Source: an optimization exercise on an open RTL-to-GDS flow (aim: small area and a short achievable clock period). Production flows keep margins and buffers that such runs may drop. Only simulation tests tie the RTL to the original design; equivalence was not proved. No activity file was given, so power comes from the tool's default toggle rates.

// conv3x3_fp32
module conv3x3_fp32(
    input         clk,
    input         resetn,
    input         valid_in,
    input  [31:0] data,
    input  [31:0] w1, w2, w3, w4, w5, w6, w7, w8, w9,
    output        valid_out,
    output [31:0] data_out
);
  reg [3:0] col, row;
  always @(posedge clk or negedge resetn) begin
    if (!resetn) begin col <= 4'd0; row <= 4'd0; end
    else if (valid_in) begin
      if (col == 4'd13) begin col <= 4'd0; row <= (row == 4'd13) ? 4'd0 : row + 4'd1; end
      else col <= col + 4'd1;
    end
  end
  wire win = valid_in & (row >= 4'd2) & (col >= 4'd2);
  reg [19:0] vp;
  always @(posedge clk or negedge resetn) begin
    if (!resetn) vp <= 20'd0;
    else vp <= {vp[18:0], win};
  end
  assign valid_out = vp[19];
  wire [4:0] de = (data[30:23] == 8'd0) ? 5'd0 : data[27:23] + 5'd17;
  wire [28:0] din = {data[31], de, data[22:0]};
  reg [28:0] lb [1:31];
  integer k;
  always @(posedge clk) if (valid_in) begin
    lb[1] <= din;
    for (k = 2; k <= 31; k = k + 1) lb[k] <= lb[k-1];
  end
  reg [22:0] wm1; always @(posedge clk) wm1 <= w1[22:0];
  reg [22:0] wm2; always @(posedge clk) wm2 <= w2[22:0];
  reg [22:0] wm3; always @(posedge clk) wm3 <= w3[22:0];
  reg [22:0] wm4; always @(posedge clk) wm4 <= w4[22:0];
  reg [22:0] wm5; always @(posedge clk) wm5 <= w5[22:0];
  reg [22:0] wm6; always @(posedge clk) wm6 <= w6[22:0];
  reg [22:0] wm7; always @(posedge clk) wm7 <= w7[22:0];
  reg [22:0] wm8; always @(posedge clk) wm8 <= w8[22:0];
  reg [22:0] wm9; always @(posedge clk) wm9 <= w9[22:0];
  reg [28:0] p1d [1:12];
  always @(posedge clk) begin
    p1d[1] <= lb[31];
    for (k = 2; k <= 12; k = k + 1) p1d[k] <= p1d[k-1];
  end
  wire [31:0] P1;
  cmul u_m1(.clk(clk), .xm(p1d[12][22:0]), .xe(p1d[12][27:23]), .xs(p1d[12][28]), .wm(wm1), .we(w1[30:23]), .ws(w1[31]), .p(P1));
  ...
Settings: LEC_CHECK=0, CAP_MARGIN=30, CORE_MARGIN=2, CORE_UTILIZATION=55, SETUP_SLACK_MARGIN=4.8, SLEW_MARGIN=20; clock period 8.0 ns.
run.sh (not shown) runs the stock make flow with config.mk's settings and CLKGATE_MAP_FILE= SYNTH_SCRIPT=/design/flow/synth_recipe.tcl, a recipe that flattens the netlist after the stock synthesis.
The starting point finished clean.
Edit:
--- a/flow/config.mk
+++ b/flow/config.mk
@@ -9,4 +9,4 @@
 export CORE_MARGIN = 2
 export CORE_UTILIZATION = 55
-export SETUP_SLACK_MARGIN = 4.8
+export SETUP_SLACK_MARGIN = 4.0
 export SLEW_MARGIN = 20
Sequential power decreases by about 1%.
Total power decreases by about 12%.
Die area stays the same.
Combinational power decreases by 21%.
Via count decreases by about 4%.
Final cell count decreases by about 3%.
Cell area decreases by about 8%.


Setup of exp/juniper:
conv3x3_fp32, a different RTL version from the one above (not shown whole).
Size: roughly 28000 cells after synthesis, ~360 I/O pins, ~280000 um2 of cells after synthesis.
Design conv3x3_fp32, start of the top module:
module conv3x3_fp32(
    input         clk,
    input         resetn,
    input         valid_in,
    input  [31:0] data,
    input  [31:0] w1, w2, w3, w4, w5, w6, w7, w8, w9,
    output        valid_out,
    output [31:0] data_out
);
clock: 8.0 ns
lec_check: 0
cap_margin: 30
core_margin: 2
core_utilization: 55
cts_cluster_diameter: 60
cts_cluster_size: 30
setup_slack_margin: 4.4
slew_margin: 20
standard.sh (not shown) runs the stock make flow with config.mk's settings and CLKGATE_MAP_FILE= SYNTH_SCRIPT=/design/flow/synth_recipe.tcl, a recipe that flattens the netlist after the stock synthesis.
==> flow/flow/run.sh <==
#!/bin/bash
set -euo pipefail
export BUFFER_PORTS_ARGS="-buffer_cell sky130_fd_sc_hd__buf_4"
bash standard.sh > standard_flow.log 2>&1
Relative to exp/juniper, the following input files were edited for exp/willow:
- putting PLACE_DENSITY at 0.72 where nothing was set
- swapping 4.4 for 4.2 in SETUP_SLACK_MARGIN
- clearing CTS_CLUSTER_DIAMETER, which used to be 60
- clearing CTS_CLUSTER_SIZE, which used to be 30
Findings:
Compared with exp/juniper, in exp/willow final hold slack went up by 0.039 ns; post-cts resize count went down by 65%; post-CTS setup buffer count went down by about 60%.
Comparing exp/willow and exp/juniper, maximum clock rate is lower on exp/willow.
Against exp/juniper, exp/willow comes in 2.8% lower on first-pass GRT wire length.
Looking only at sequential portion of the cell area, and setting everything else aside, the lower value of exp/willow and exp/juniper goes to exp/juniper.
Between exp/willow and exp/juniper, the clock group share of total power is lower for exp/juniper.
exp/willow and exp/juniper ended up with nearly the same number of placed instances, taps included.
NOTE: number of inserted diodes in exp/willow falls short of that of exp/juniper
#### Input delta (exp/pepper over exp/willow)
- SETUP_SLACK_MARGIN now 4.8, was 4.2
- PLACE_DENSITY no longer set, was 0.72
Findings:
exp/pepper vs exp/willow: peak ir drop on the vdd network up by a little under 10%
There was hardly any difference in power density of the placed cells between exp/pepper and exp/willow.
For the relative area change from synthesis to final layout, exp/pepper came in 12 points higher than exp/willow did.
exp/pepper packs its core tighter than exp/willow.
Sequential cell fraction of total power ended up 2.2 points lower on exp/pepper than on exp/willow.
When the final numbers for exp/willow and exp/pepper were put side by side, the sequential cell area share turned out to be smaller in exp/pepper.
Worst hold slack on exp/pepper is down relative to exp/willow.
exp/pepper vs. exp/willow: global-route usage went up by 3.4 points.
In exp/pepper, layout cell share with drive strength beyond 1 is higher than in exp/willow.
The inputs of exp/quartz differ from those of exp/pepper as listed below.
- CAP_MARGIN: 30 -> 5
- SETUP_SLACK_MARGIN: 4.8 -> 4.4
- SLEW_MARGIN: 20 -> 5
## What came out
exp/pepper ended with every stage complete and zero timing, DRC or antenna violations. exp/quartz -> stages 100% | layout checks FAIL | max-capacitance violations, max-slew violations. [compare] base=exp/pepper new=exp/quartz: area of all placed cells without fillers lower; count of fill cells added during filler insertion higher; met1 usage lower; layout overhead on the synthesized area lower; sequential share of layout area higher. Run comparison: exp/quartz end of the critical path u_m7.t1_333$_DFF_P_; exp/pepper end of the critical path u_m2.t1_359$_DFF_P_. Worst hold slack after final layout: exp/pepper and exp/quartz compared, higher one is exp/quartz. Taking exp/pepper as the reference, in exp/quartz total design power dropped 8.0%, number of iterations in the first detailed-routing pass shows a reduction of 1. Of exp/pepper and exp/quartz, the lower count of buffers added by post-CTS timing repair for setup belongs to exp/quartz. Of exp/quartz and exp/pepper, it is exp/quartz that has the higher clock network fraction of design power. exp/quartz vs exp/pepper — global routing usage summed across all routing layers dropped 1.9 points.


== wip/nickel ==
Starting RTL as in the previous note.
Settings: LEC_CHECK=0, CAP_MARGIN=30, CORE_MARGIN=2, CORE_UTILIZATION=55, SETUP_SLACK_MARGIN=4.4, SLEW_MARGIN=20; clock period 8.0 ns.
Scripts as last shown in full above: flow/flow/run.sh
--- input diff wip/nickel..wip/juniper ---
# wip/nickel
export LEC_CHECK = 0
export CAP_MARGIN = 30
export CORE_MARGIN = 2
export CORE_UTILIZATION = 55
export SETUP_SLACK_MARGIN = 4.4
export SLEW_MARGIN = 20
create_clock -name core_clock -period 8.0 [get_ports {clk}]
# wip/juniper
export LEC_CHECK = 0
export CAP_MARGIN = 30
export CORE_MARGIN = 2
export CORE_UTILIZATION = 55
export CTS_CLUSTER_DIAMETER = 80
export CTS_CLUSTER_SIZE = 30
export SETUP_SLACK_MARGIN = 4.2
export SLEW_MARGIN = 20
create_clock -name core_clock -period 8.0 [get_ports {clk}]
Results
All of wip/nickel and wip/juniper finish clean. wip/juniper ended up with u_m7.t1_351 as its last element of the critical path; wip/nickel ended up with u_m7.t1_359. Compared wip/juniper against wip/nickel; detailed-route wire length per cell within noise. Delta (wip/juniper minus wip/nickel): buffers plus inverters on the worst setup path moved down, global routing usage on met3 moved down, part of the total power dissipated in combinational logic moved up. wip/juniper against wip/nickel: power decreased by about 6% relative to the old numbers, final wirelength decreased by about 2% relative to the old numbers, met1 usage in global routing decreased by 0.21 points relative to the old numbers.
Setup changes, wip/juniper to wip/indigo
# wip/juniper
export LEC_CHECK = 0
export CAP_MARGIN = 30
export CORE_MARGIN = 2
export CORE_UTILIZATION = 55
export CTS_CLUSTER_DIAMETER = 80
export CTS_CLUSTER_SIZE = 30
export SETUP_SLACK_MARGIN = 4.2
export SLEW_MARGIN = 20
create_clock -name core_clock -period 8.0 [get_ports {clk}]
# wip/indigo
export LEC_CHECK = 0
export ABC_AREA = 1
export CAP_MARGIN = 30
export CORE_MARGIN = 2
export CORE_UTILIZATION = 55
export SETUP_SLACK_MARGIN = 4.2
export SLEW_MARGIN = 20
create_clock -name core_clock -period 8.0 [get_ports {clk}]
## What came out
Reported for wip/juniper and wip/indigo, flip-flop and latch count turned out identical to the last digit.
Changes observed in wip/indigo relative to wip/juniper: maximum single-stage delay on the critical path decreased 0.16 ns; via count of the first global-routing pass increased about 4%; number of antenna repair diodes +10; share of total power in the clock network grew by 4.6 points; sum of routed wire length over all layers increased by about 9% relative to the old numbers.
Diff wip/juniper -> wip/indigo: data required time of the critical path has increased; fmax has decreased.
Summary: overall power consumption, wip/indigo worse than wip/juniper
> inputs changed (wip/indigo -> wip/maple)
# wip/indigo
export LEC_CHECK = 0
export ABC_AREA = 1
export CAP_MARGIN = 30
export CORE_MARGIN = 2
export CORE_UTILIZATION = 55
export SETUP_SLACK_MARGIN = 4.2
export SLEW_MARGIN = 20
create_clock -name core_clock -period 8.0 [get_ports {clk}]
# wip/maple
export LEC_CHECK = 0
export CAP_MARGIN = 30
export CORE_MARGIN = 2
export CORE_UTILIZATION = 55
export CTS_CLUSTER_DIAMETER = 80
export CTS_CLUSTER_SIZE = 35
export SETUP_SLACK_MARGIN = 4.4
export SLEW_MARGIN = 20
create_clock -name core_clock -period 8.0 [get_ports {clk}]
Notes after the runs:
wip/maple finished end to end and its layout was clean on timing, DRC and antenna.
Compared with wip/indigo, wip/maple shows combined area of the multi-input logic cells that has gone up by a few percent.
wip/maple vs wip/indigo — combinational power rose about 2%.
Core utilization: wip/maple lower than wip/indigo
The via count of the first global-routing pass reported for wip/maple is smaller than that of wip/indigo by about 3.3%.
Relative to wip/indigo, final critical-path required period decreased by 0.34 ns in wip/maple.
NOTE: core box area in wip/maple exceeds that of wip/indigo
On area occupied by registers, wip/indigo tracks wip/maple almost exactly.
The total number of tap cells of wip/maple is higher than that of wip/indigo.
Looking at post-layout total power, wip/maple sits 3.4% lower than wip/indigo does.
wip/maple and wip/indigo ended up with nearly the same post-route standard cell area excluding fillers.

==> what the ideal ports hide <==
In the flow no input, the clock included, has a driving cell. The finished layouts below were timed again as built, in two steps.
Step 1: set_driving_cell puts a clkbuf_16 on clk and a buf_2 on each other input, an assumption about the parent block.
Step 2 adds t to the input delays and takes it off the output delays; t is the mean of the earliest and latest rising clock arrival at the registers after step 1. Input paths then give back, and output paths get back, about the clock's delay inside the block.
a / b / c = ideal / step 1 / step 2; a / b = the first two.
run | shift t [ns] | slack for setup (ns) | worst setup path at the end | slew at the worst register clock pin (ns)
the first run of note 1 | 1.220 | 4.061 / 4.061 / 3.827 | input to register | 0.07 / 0.07
the second run of note 1 | 1.216 | 4.107 / 4.107 / 3.429 | input to register | 0.07 / 0.07
exp/juniper | 1.139 | 4.396 / 4.335 / 3.195 | input to register | 0.11 / 0.11
exp/willow | 1.141 | 4.276 / 4.276 / 3.307 | input to register | 0.07 / 0.07
exp/pepper | 1.145 | 4.390 / 4.390 / 3.263 | input to register | 0.08 / 0.08
exp/quartz | 1.151 | 4.425 / 4.329 / 3.178 | input to register | 0.07 / 0.07
wip/nickel | 1.144 | 4.409 / 4.338 / 3.194 | input to register | 0.07 / 0.07
wip/juniper | 1.091 | 4.254 / 4.254 / 3.253 | input to register | 0.12 / 0.12
wip/indigo | 1.139 | 4.060 / 4.097 / 2.958 | input to register | 0.08 / 0.08
wip/maple | 1.087 | 4.399 / 4.328 / 3.240 | input to register | 0.12 / 0.12
The setup slack of exp/quartz, which loses most, moves by -0.096 ns with the drivers and by -1.247 ns with both steps.
